Context: an optimization exercise on an open-source flow, tuned for small area. The choices shown serve that exercise and are no tape-out recipe. Where RTL was checked, it was by simulation tests only, not by an equivalence proof against the original. No driver is modelled on the clock port, so clocking that relies on it looks cheaper here than on a real chip. Power figures rest on the tool's default switching activity, not on a simulated workload.

## alpha
==> flow/design.v <==
module spi_slave(clk, rst_n, ss_n, mosi, miso, we, wdata, rgrp, rdata);
input clk, rst_n, ss_n, mosi;
output miso;
output [15:0] we;
output [7:0] wdata;
output [3:0] rgrp;
input [7:0] rdata;
reg [4:0] cnt;         
reg [3:0] ph;          
reg wpend;             
reg [8:0] sh;          
reg [7:0] addr;        
reg [7:0] wa, wd;      
reg [7:0] rb;          
wire frame_end = (cnt == 5'd11);      
wire [7:0] fbyte = {sh[6:0], mosi};
wire set_addr = frame_end & ~sh[7];   
wire write = frame_end & sh[7] & ~sh[8];
wire commit = wpend & (ph == wa[3:0]);
wire shift_out = (cnt >= 5'd15) & (cnt <= 5'd21);
always @(posedge clk or negedge rst_n)
  if (~rst_n) begin
    cnt <= 5'd0;
    ph <= 4'd0;
    wpend <= 1'b0;
  end else begin
    ph <= ph + 4'd1;
    if (ss_n)
      cnt <= 5'd0;
    else if (cnt != 5'd31)
      cnt <= cnt + 5'd1;
    if (write)
      wpend <= 1'b1;
    else if (commit)
      wpend <= 1'b0;
  end
always @(posedge clk) begin
  sh <= {sh[7:0], mosi};
  if (set_addr)
    addr <= fbyte;
  if (write) begin
    wd <= fbyte;
    wa <= addr;
  end
  if (shift_out)
    rb <= {rb[6:0], 1'b0};
  else if (ph == addr[3:0])
    rb <= rdata;
end
assign miso = rb[7];
assign wdata = wd;
assign rgrp = addr[7:4];
assign we = commit ? (16'd1 << wa[7:4]) : 16'd0;
endmodule
module ram(clk, we, wdata, rgrp, rdata);
input clk;
input [15:0] we;       
input [7:0] wdata;
input [3:0] rgrp;      
output [7:0] rdata;    
wire [127:0] ins;
genvar g;
generate
  for (g = 0; g < 16; g = g + 1) begin : grp
    reg [127:0] r;     
    assign ins[8*g+7:8*g] = we[g] ? wdata : r[127:120];
    always @(posedge clk)
      r <= {r[119:0], ins[8*g+7:8*g]};
  end
endgenerate
assign rdata = ins[8*rgrp +: 8];
endmodule
module spi_ram(clk,rst_n,ss_n,mosi,miso);
input clk,rst_n,ss_n,mosi;
output miso;
wire [15:0] we;
wire [7:0] wdata, rdata;
wire [3:0] rgrp;
ram r(clk,we,wdata,rgrp,rdata);
spi_slave s(clk,rst_n,ss_n,mosi,miso,we,wdata,rgrp,rdata);
endmodule
==> flow/config.mk <==
export PLATFORM = sky130hd
export DESIGN_NAME = spi_ram
export DESIGN_NICKNAME = spi_ram
export VERILOG_FILES = /design/flow/design.v
export SDC_FILE = /design/flow/constraint.sdc
export NUM_CORES = 4
export LEC_CHECK = 0
export CAP_MARGIN = 40
export CORE_MARGIN = 2
export CORE_UTILIZATION = 70
export SLEW_MARGIN = 40
==> flow/constraint.sdc <==
create_clock -name core_clock -period 10.0 [get_ports {clk}]
set_input_delay 2.0000 -clock core_clock [delete_from_list [all_inputs] [get_ports {clk}]]
set_output_delay 2.0000 -clock core_clock [all_outputs]
set_load 0.01 [all_outputs]
run.sh (not shown) runs the stock make flow with config.mk's settings and CLKGATE_MAP_FILE= SYNTH_SCRIPT=/design/flow/synth_recipe.tcl, a recipe that flattens the netlist after the stock synthesis.
alpha did not stop at any stage, and its layout met the timing, DRC and antenna checks.
Edits applied to the flow inputs when going from alpha to beta:
Settings: CORE_UTILIZATION: 70 -> 40.
[summary]
Result: PASS for each of alpha and beta
Compared beta vs alpha, and detailed-route wire length is down in beta.
Per the comparison of beta with alpha, level count of the clock H-tree stayed essentially flat; via count normalized by instance count fell by 23%.
beta: area enclosed by the die boundary 51000 um2 above alpha
Taking alpha as the reference point, the sequential share of layout area of beta falls by 1.5 points.
The lower post-place setup slack came out of alpha.
Between alpha and beta, the cell count went up.
From alpha to beta the numbers moved as follows: via count has decreased, fraction of power consumed by combinational cells comparable, met3 wirelength from detailed routing lost 45%.
Fraction of layout cells with a size suffix above 1, alpha and beta: higher on beta
Modified inputs, gamma compared to beta
Settings: CTS_CLUSTER_DIAMETER now 60, previously not set; CORE_UTILIZATION now 60, was 40; CTS_CLUSTER_SIZE now 30, previously not set; CTS_BUF_LIST now sky130_fd_sc_hd__clkbuf_16, previously not set.
### Flow results
- Diff beta..gamma | post-synthesis cell count | unchanged
- Changes observed in gamma relative to beta: fraction of registers with async set/reset has remained practically unchanged; placer congestion estimate has decreased; worst vdd rail ir drop has increased.
- Per the comparison of gamma with beta, final cycle utilization of the critical path shrank by 0.31 points; power now smaller.
Edits applied to the flow inputs when going from gamma to delta:
Settings: changing CTS_CLUSTER_SIZE from 30 to 20; changing CTS_BUF_LIST from sky130_fd_sc_hd__clkbuf_16 to sky130_fd_sc_hd__clkbuf_4 sky130_fd_sc_hd__clkbuf_8.
==> comparison <==
Core util | delta vs gamma | delta lower. The post-route standard cell area excluding fillers of delta falls short of that of gamma by 1200 um2. Re total CTS buffers: delta is 26 up on gamma. Compared to gamma, delta has synthesis-to-finish area growth 2.5 points lower. delta vs gamma, setup slack after layout went down by 0.073 ns. delta vs gamma: achievable clock frequency down in delta. [compare] base=gamma new=delta: met3 layer wire length in the routed design climbed 480 um, detailed-routed wire length on met2 lower.

---

Setup of job 284:
Another version of the RTL of spi_ram (not shown whole).
Size in the first run: roughly 2500 cells after synthesis, ~2100 flip-flops.
clock: 10.0 ns
lec_check: 0
cap_margin: 10
core_margin: 2
core_utilization: 70
slew_margin: 10
synth_hierarchical: 1
standard.sh (not shown) runs the stock make flow with config.mk's settings and CLKGATE_MAP_FILE= SYNTH_SCRIPT=/design/flow/synth_recipe.tcl, a recipe that flattens the netlist after the stock synthesis.
==> flow/flow/run.sh <==
#!/bin/bash
# The standard layout, with two changes to clock tree synthesis: the sinks are
# clustered under clkbuf_8 leaf buffers without dummy loads, and afterwards
# post_cts.tcl upsizes every clock buffer whose sinks see a slow clock edge.
set -euo pipefail
here=$(pwd)
export CTS_ARGS="-sink_clustering_enable -repair_clock_nets -sink_clustering_size ${CTS_SIZE:-32} -sink_clustering_max_diameter ${CTS_DIAM:-70} -buf_list sky130_fd_sc_hd__clkbuf_16 -dont_use_dummy_load"
export POST_CTS_TCL="$here/flow/post_cts.tcl"
export POST_FLOORPLAN_TCL="$here/flow/post_floorplan.tcl"
export CLK_SLEW_TARGET="${CLK_SLEW_TARGET:-0.110}"
bash standard.sh > "$here/standard.log" 2>&1
Other scripts of this flow, unchanged in this note and not shown: flow/flow/post_cts.tcl, flow/flow/post_floorplan.tcl
Job 284 has completed all stages; timing, DRC and antenna checks passed.
What job 1727 does differently from job 284 at the input level:
-- flow/flow/run.sh --
<<< job 284, line 7
export CTS_ARGS="-sink_clustering_enable -repair_clock_nets -sink_clustering_size ${CTS_SIZE:-32} -sink_clustering_max_diameter ${CTS_DIAM:-70} -buf_list sky130_fd_sc_hd__clkbuf_16 -dont_use_dummy_load"
>>> job 1727, line 7
export CTS_ARGS="-sink_clustering_enable -repair_clock_nets -sink_clustering_size ${CTS_SIZE:-34} -sink_clustering_max_diameter ${CTS_DIAM:-70} -buf_list sky130_fd_sc_hd__clkbuf_16 -dont_use_dummy_load"
### Flow results
- The clock network fraction of design power of job 1727 falls short of that of job 284 by 0.5 points.
- For number of standard cells in the final layout excluding fillers, job 1727 and job 284 come out practically identical.
- Compared with job 284, job 1727 is more frugal on power.
- Against job 284, met2 layer wire length in the routed design in job 1727 fell by a few percent.
- Global-route usage: job 1727 vs job 284 down 0.31 points
- As far as non-clock buffer contribution to total cell area is concerned, job 1727 and job 284 perform about the same.
- Period utilization for job 1727: 0.36 points down relative to job 284
- Relative to job 284, the minimum setup slack in the final design of job 1727 is higher by 36 ps.
- From job 284 to job 1727 the numbers moved as follows: number of clock buffers in the layout went down by 4, total wire length after detailed routing went down by about 1.6%.
Function was not checked in any run of this note: the RTL went through the layout flow alone.

==> separate check: timing with driven ports <==
The flow's constraints put no driver on any port. The routed layouts listed below were extracted and timed again, unchanged, in two steps. Step 1 assumes that a clkbuf_16 drives the clock port and a buf_2 every other input. Step 2 also shifts input and output timing later by t, the mid clock arrival at the registers, as if the neighbouring blocks saw the same clock. Three values: ideal, step 1, step 2; two values: the first two.
run	shift t [ns]	setup WS [ns]	worst setup path at the end
alpha	0.817	6.227 / 6.170 / 6.227	register to register
beta	0.811	6.248 / 6.178 / 6.477	register to register
gamma	0.733	6.279 / 6.211 / 6.425	register to register
delta	0.821	6.206 / 6.146 / 6.409	register to register
job 284	0.677	5.896 / 5.827 / 6.070	register to register
job 1727	0.680	5.932 / 5.869 / 6.146	register to register
After both steps setup and hold are still met in every run listed.
